Source: an optimization exercise on an open RTL-to-GDS flow (aim: small area). Production flows keep margins and buffers that such runs may drop.
At most, simulation tests tie the RTL to the original design; equivalence was not proved.
The flow treats the clock pin as an ideal source, which a real chip does not have.
Power figures rest on the tool's default switching activity, not on a simulated workload.

rev 12:
==> module mainMemory, before the edit <==
module mainMemory(input logic clk, reset, we, ren,
                  input logic [3:0] wAddr,
                  input logic [3:0] rAddr,
                  input logic [7:0] data,
                  output logic [7:0] out);
    logic [7:0] RAM [16];
    genvar k;
    generate
        for (k = 0; k < 16; k = k + 1) begin : word
            always_ff @(posedge clk)
                if (reset || (we && wAddr == k))
                    RAM[k] <= reset ? 8'(k) : data;
        end
    endgenerate
    logic [15:0] sel;
    always_comb
        for (int j = 0; j < 16; j = j + 1)
            sel[j] = ren && rAddr == j;
    genvar b;
    generate
        for (b = 0; b < 8; b = b + 1) begin : rbit
            logic [5:0] y;
            for (k = 0; k < 5; k = k + 1) begin : g
                aoi222 u(.a1(sel[3*k]), .a2(RAM[3*k][b]),
                         .b1(sel[3*k+1]), .b2(RAM[3*k+1][b]),
                         .c1(sel[3*k+2]), .c2(RAM[3*k+2][b]), .y(y[k]));
            end
            assign y[5] = ~(sel[15] & RAM[15][b]);
            assign out[b] = ~&y;
        end
    endgenerate
endmodule
==> module hlsm, before the edit <==
module hlsm(input logic clk, reset,
            input logic next, prev, compute, counter, enter,
            input logic [3:0] addr,
            input logic [7:0] rd,           
            output logic [3:0] rAddr,       
            output logic ren,               
            output logic [3:0] dAddr,       
            output logic we,
            output logic [1:0] mode,
            output logic [7:0] out);        
    localparam logic [2:0] INIT = 3'd0, WAIT = 3'd1, ENT = 3'd2, CLR = 3'd3,
                           SUM = 3'd4, DSUM = 3'd5, DCNT = 3'd6;
    logic [2:0] state, nextstate;
    logic [4:0] c;           
    logic [7:0] n;           
    logic done;              
    logic [3:0] addrReg, addr_q;
    wire inSum  = (state == SUM);
    wire dsum   = (state == DSUM);
    wire dcnt   = (state == DCNT);
    wire endDsp = c[4] & c[3] & c[2] & c[1];    
    always_comb begin
        nextstate = state;
        case (state)
            INIT: nextstate = WAIT;
            WAIT: if (compute) nextstate = CLR;
                  else if (enter) nextstate = ENT;
                  else if (counter) nextstate = DCNT;
            ENT:  nextstate = WAIT;
            CLR:  nextstate = SUM;
            SUM:  if (c[4]) nextstate = DSUM;
            DSUM, DCNT: if (endDsp) nextstate = WAIT;
            default: nextstate = INIT;
        endcase
    end
    wire cen = (inSum & ~c[4]) | dsum | dcnt;
    logic [4:0] cinc;
    always_comb begin
        cinc[0] = ~c[0];
        cinc[1] = c[1] ^ c[0];
        cinc[2] = c[2] ^ (c[1] & c[0]);
        cinc[3] = c[3] ^ (c[2] & c[1] & c[0]);
        cinc[4] = c[4] ^ (c[3] & c[2] & c[1] & c[0]);
    end
    always_ff @(posedge clk, posedge reset)
        if (reset) begin
            state <= INIT;
            c <= 0;
            done <= 0;
        end else begin
            state <= nextstate;
            c <= cen ? cinc : 5'd0;
            if (inSum & c[4]) done <= 1'b1;
        end
    logic [7:0] s;
    logic [8:0] cy;
    always_comb begin
        cy[0] = 1'b0;
        for (int i = 0; i < 8; i = i + 1) begin
            s[i] = n[i] ^ rd[i] ^ cy[i];
            cy[i+1] = (n[i] & rd[i]) | (n[i] & cy[i]) | (rd[i] & cy[i]);
        end
    end
    always_ff @(posedge clk)
        if (state == CLR)
            n <= 8'hFF;
        else if (inSum & ~c[4])
            n <= s;
    always_ff @(posedge clk)
        addr_q <= addr;
    always_ff @(posedge clk, posedge reset)
        if (reset)
            addrReg <= 0;
        else if (next)
            addrReg <= addrReg + 1;
        else if (prev)
            addrReg <= addrReg - 1;
        else if (addr_q != addr)
            addrReg <= addr;
    always_comb
        case (state)
            WAIT, ENT, CLR: mode = 2'b00;
            DSUM: mode = 2'b01;
            DCNT: mode = 2'b10;
            default: mode = 2'b11;
        endcase
    assign we = (state == ENT);
    assign ren = ~(dsum | dcnt);
    assign rAddr = inSum ? c[3:0] : addrReg;
    assign dAddr = addrReg;
    assign out = rd | ({8{dsum}} & ~n) | {3'b000, dcnt & done, 4'b0000};
endmodule
==> module topModule, before the edit <==
module topModule(input logic clk, reset,
                 input logic [3:0] wAddr,  
                 input logic [7:0] data,  
                 input logic next, prev, compute, counter, enter,  
                 output logic a, b, c, d, e, f, g, dp,  
                 output logic [3:0] an,  
                 output logic [7:0] lData,
                 output logic [3:0] lAddr,
                 output logic lReset
    );
logic nextB, prevB, computeB, counterB, enterB;
logic we, ren;
logic [3:0] rAddr, dAddr;
logic [1:0] mode;
logic [7:0] rd, dataSSeg;
pushButton n(clk, next, nextB);
pushButton p(clk, prev, prevB);
pushButton cmp(clk, compute, computeB);
pushButton cnt(clk, counter, counterB);
pushButton ent(clk, enter, enterB);
hlsm HighLevelSM(.clk, .reset, .next(nextB), .prev(prevB), .compute(computeB),
                 .counter(counterB), .enter(enterB), .addr(wAddr), .rd,
                 .rAddr, .ren, .dAddr, .we, .mode, .out(dataSSeg));
mainMemory memory(.clk, .reset, .we, .ren, .wAddr, .rAddr, .data, .out(rd));
sevSeg sevenSegment(clk, reset, mode, dataSSeg, dAddr, a, b, c, d, e, f, g, dp, an);
assign lData = data;
assign lAddr = wAddr;
assign lReset = reset;
endmodule
==> flow/config.mk <==
export PLATFORM = sky130hd
export DESIGN_NAME = topModule
export DESIGN_NICKNAME = topModule
export VERILOG_FILES = /design/flow/design.v
export SDC_FILE = /design/flow/constraint.sdc
export NUM_CORES = 4
export LEC_CHECK = 0
export CAP_MARGIN = 20
export CORE_MARGIN = 2
export CORE_UTILIZATION = 70
export GPL_TIMING_DRIVEN = 0
export SLEW_MARGIN = 20
==> flow/constraint.sdc <==
create_clock -name core_clock -period 10.0 [get_ports {clk}]
set_input_delay 2.0000 -clock core_clock [delete_from_list [all_inputs] [get_ports {clk}]]
set_output_delay 2.0000 -clock core_clock [all_outputs]
set_load 0.01 [all_outputs]
standard.sh (not shown) runs the stock make flow with config.mk's settings and CLKGATE_MAP_FILE= SYNTH_SCRIPT=/design/flow/synth_recipe.tcl, a recipe that flattens the netlist after the stock synthesis.
==> flow/flow/run.sh <==
#!/bin/bash
# Layout flow: the standard flow (standard.sh) with these changes:
#  - ABC maps the logic with an area-only script (no buffering or upsizing;
#    the placer's repair steps size and buffer what timing needs);
#  - only full adders are extracted as adder cells (no half adders);
#  - pass-through wires and ports are buffered with the smallest buffer cell;
#  - clock tree synthesis inserts no dummy loads;
#  - synthesis buffers are removed before placement, as with timing-driven placement;
#  - leaf clock buffers with few flip-flops are downsized after CTS (post_cts.tcl);
#  - the and-or-invert cells of the memory read port (module aoi222) are
#    kept as modules through synthesis, so ABC maps each to one cell.
# The synthesis is otherwise the standard flow's own (synth_recipe.tcl, ORFS synth.tcl).
set -euo pipefail
here=$PWD
sed "s#source \$::env(SCRIPTS_DIR)/synth.tcl#source $here/area_synth.tcl#" synth_recipe.tcl > area_synth_recipe.tcl
sed -e "s#^  log_cmd abc {\*}\$abc_args#  set abc_args [lreplace \$abc_args 1 1 $here/flow/abc_area.script]\n  log_cmd abc {*}\$abc_args#" \
    -e "s#^  extract_fa {\*}\[dont_use_extract_fa_args\]#  extract_fa -fa#" \
    "$FLOW_HOME/scripts/synth.tcl" > area_synth.tcl
grep -q "area_synth.tcl" area_synth_recipe.tcl
grep -q "abc_area.script" area_synth.tcl
grep -q "extract_fa -fa" area_synth.tcl
bash standard.sh SYNTH_SCRIPT=$here/area_synth_recipe.tcl \
    SYNTH_HIERARCHICAL=1 SYNTH_MINIMUM_KEEP_SIZE=100000 SYNTH_KEEP_MODULES=aoi222 \
    "MIN_BUF_CELL_AND_PORTS=sky130_fd_sc_hd__buf_1 A X" \
    "BUFFER_PORTS_ARGS=-buffer_cell sky130_fd_sc_hd__buf_1" \
    "CTS_ARGS=-sink_clustering_enable -repair_clock_nets -dont_use_dummy_load -buf_list sky130_fd_sc_hd__clkbuf_8" \
    "PRE_GLOBAL_PLACE_TCL=$here/flow/pre_global_place.tcl" \
    "POST_CTS_TCL=$here/flow/post_cts.tcl" \
    finish > flow_make.log 2>&1
Other scripts of this flow, unchanged in this note and not shown: flow/flow/abc_area.script, flow/flow/post_cts.tcl, flow/flow/pre_global_place.tcl
diff inputs: rev 12 => rev 13
==> flow/design.v, changed modules only <==
module mainMemory(input logic clk, reset, we, ren, dsum, dcnt, done,
                  input logic [7:0] n,
                  input logic [3:0] wAddr,
                  input logic [3:0] rAddr,
                  input logic [7:0] data,
                  output logic [7:0] out);
    logic [7:0] RAM [16];
    genvar k;
    generate
        for (k = 0; k < 16; k = k + 1) begin : word
            always_ff @(posedge clk)
                if (reset || (we && wAddr == k))
                    RAM[k] <= reset ? 8'(k) : data;
        end
    endgenerate
    logic [15:0] sel;
    always_comb
        for (int j = 0; j < 16; j = j + 1)
            sel[j] = ren && rAddr == j;
    genvar b;
    generate
        for (b = 0; b < 8; b = b + 1) begin : rbit
            logic [5:0] y;
            for (k = 0; k < 5; k = k + 1) begin : g
                aoi222 u(.a1(sel[3*k]), .a2(RAM[3*k][b]),
                         .b1(sel[3*k+1]), .b2(RAM[3*k+1][b]),
                         .c1(sel[3*k+2]), .c2(RAM[3*k+2][b]), .y(y[k]));
            end
            if (b == 4)
                assign y[5] = ~((sel[15] & RAM[15][b]) | (dsum & ~n[b]) | (dcnt & done));
            else
                assign y[5] = ~((sel[15] & RAM[15][b]) | (dsum & ~n[b]));
            assign out[b] = ~&y;
        end
    endgenerate
endmodule
module hlsm(input logic clk, reset,
            input logic next, prev, compute, counter, enter,
            input logic [3:0] addr,
            input logic [7:0] rd,           
            output logic [3:0] rAddr,       
            output logic ren,               
            output logic [3:0] dAddr,       
            output logic we,
            output logic [1:0] mode,
            output logic [7:0] out,         
            output logic dsum, dcnt, done,
            output logic [7:0] n);
    localparam logic [2:0] INIT = 3'd0, WAIT = 3'd1, ENT = 3'd2, CLR = 3'd3,
                           SUM = 3'd4, DSUM = 3'd5, DCNT = 3'd6;
    logic [2:0] state, nextstate;
    logic [4:0] c;           
    logic [3:0] addrReg, addr_q;
    wire inSum  = (state == SUM);
    assign dsum = (state == DSUM);
    assign dcnt = (state == DCNT);
    wire endDsp = c[4] & c[3] & c[2] & c[1];    
    always_comb begin
        nextstate = state;
        case (state)
            INIT: nextstate = WAIT;
            WAIT: if (compute) nextstate = CLR;
                  else if (enter) nextstate = ENT;
                  else if (counter) nextstate = DCNT;
            ENT:  nextstate = WAIT;
            CLR:  nextstate = SUM;
            SUM:  if (c[4]) nextstate = DSUM;
            DSUM, DCNT: if (endDsp) nextstate = WAIT;
            default: nextstate = INIT;
        endcase
    end
    wire cen = (inSum & ~c[4]) | dsum | dcnt;
    logic [4:0] cinc;
    always_comb begin
        cinc[0] = ~c[0];
        cinc[1] = c[1] ^ c[0];
        cinc[2] = c[2] ^ (c[1] & c[0]);
        cinc[3] = c[3] ^ (c[2] & c[1] & c[0]);
        cinc[4] = c[4] ^ (c[3] & c[2] & c[1] & c[0]);
    end
    always_ff @(posedge clk, posedge reset)
        if (reset) begin
            state <= INIT;
            done <= 0;
        end else begin
            state <= nextstate;
            if (inSum & c[4]) done <= 1'b1;
        end
    always_ff @(posedge clk)
        c <= cen ? cinc : 5'd0;
    logic [7:0] s;
    logic [8:0] cy;
    always_comb begin
        cy[0] = 1'b0;
        for (int i = 0; i < 8; i = i + 1) begin
            s[i] = n[i] ^ rd[i] ^ cy[i];
            cy[i+1] = (n[i] & rd[i]) | (n[i] & cy[i]) | (rd[i] & cy[i]);
        end
    end
    always_ff @(posedge clk)
        if (state == CLR)
            n <= 8'hFF;
        else if (inSum & ~c[4])
            n <= s;
    always_ff @(posedge clk)
        addr_q <= addr;
    always_ff @(posedge clk, posedge reset)
        if (reset)
            addrReg <= 0;
        else if (next)
            addrReg <= addrReg + 1;
        else if (prev)
            addrReg <= addrReg - 1;
        else if (addr_q != addr)
            addrReg <= addr;
    always_comb
        case (state)
            WAIT, ENT, CLR: mode = 2'b00;
            DSUM: mode = 2'b01;
            DCNT: mode = 2'b10;
            default: mode = 2'b11;
        endcase
    assign we = (state == ENT);
    assign ren = ~(dsum | dcnt);
    assign rAddr = inSum ? c[3:0] : addrReg;
    assign dAddr = addrReg;
    assign out = rd;
endmodule
module topModule(input logic clk, reset,
                 input logic [3:0] wAddr,  
                 input logic [7:0] data,  
                 input logic next, prev, compute, counter, enter,  
                 output logic a, b, c, d, e, f, g, dp,  
                 output logic [3:0] an,  
                 output logic [7:0] lData,
                 output logic [3:0] lAddr,
                 output logic lReset
    );
logic nextB, prevB, computeB, counterB, enterB;
logic we, ren;
logic [3:0] rAddr, dAddr;
logic [1:0] mode;
logic [7:0] rd, dataSSeg, nsum;
logic dsum, dcnt, done;
pushButton n(clk, next, nextB);
pushButton p(clk, prev, prevB);
pushButton cmp(clk, compute, computeB);
pushButton cnt(clk, counter, counterB);
pushButton ent(clk, enter, enterB);
hlsm HighLevelSM(.clk, .reset, .next(nextB), .prev(prevB), .compute(computeB),
                 .counter(counterB), .enter(enterB), .addr(wAddr), .rd,
                 .rAddr, .ren, .dAddr, .we, .mode, .out(dataSSeg),
                 .dsum, .dcnt, .done, .n(nsum));
mainMemory memory(.clk, .reset, .we, .ren, .dsum, .dcnt, .done, .n(nsum), .wAddr, .rAddr, .data, .out(rd));
sevSeg sevenSegment(clk, reset, mode, dataSSeg, dAddr, a, b, c, d, e, f, g, dp, an);
assign lData = data;
assign lAddr = wAddr;
assign lReset = reset;
endmodule
Notes after the runs:
- Rev 13 -> rev 12: final number of setup-violating endpoints delta 0, exact match
- Going from rev 12 to rev 13, mean instance size in the synthesized netlist went up; register-to-register slack rose 0.21 ns; area fraction in compound gates after synthesis now smaller.
- Rev 13 vs rev 12 — netlist area before placement dropped 0.57%.
- From rev 12 to rev 13 the numbers moved as follows: global-route total usage across every layer now sits higher, wire length of the first global-routing pass now sits lower, overall power of the completed layout now sits lower, sequential cell count now sits at about the same level.
- Rev 13 falls short of rev 12 in fmax.
- Compared to rev 12, rev 13 leaves more free space in the core.
- Min average wire length per cell after detail routing across rev 13 and rev 12: rev 12
- The cell count after synthesis number comes out lower for rev 13 vs rev 12.
The RTL of rev 13 was laid out without a check of its function.

==> static timing again, ports no longer ideal <==
Ports are ideal in the flow. The routed layouts listed here were re-timed in OpenROAD. Step 1 (the two cells are an assumption about what drives the block):
set clk [get_ports {clk}]
set_driving_cell -lib_cell sky130_fd_sc_hd__clkbuf_16 $clk
set_driving_cell -lib_cell sky130_fd_sc_hd__buf_2 [delete_from_list [all_inputs] $clk]
Step 2, shift: input delay + t, output delay - t, t = (earliest + latest rising clock arrival at the registers) / 2. This alone moves slack from input paths to output paths. Three values: no drivers, after step 1, after step 2; two values: the first two.
run	t (ns)	setup WS [ns]	worst data-port slew with drivers (ns)
rev 12	0.459	2.377 / 2.342 / 2.800	0.03
rev 13	0.455	2.128 / 2.094 / 2.549	0.03
After both steps setup and hold are still met in every run listed.
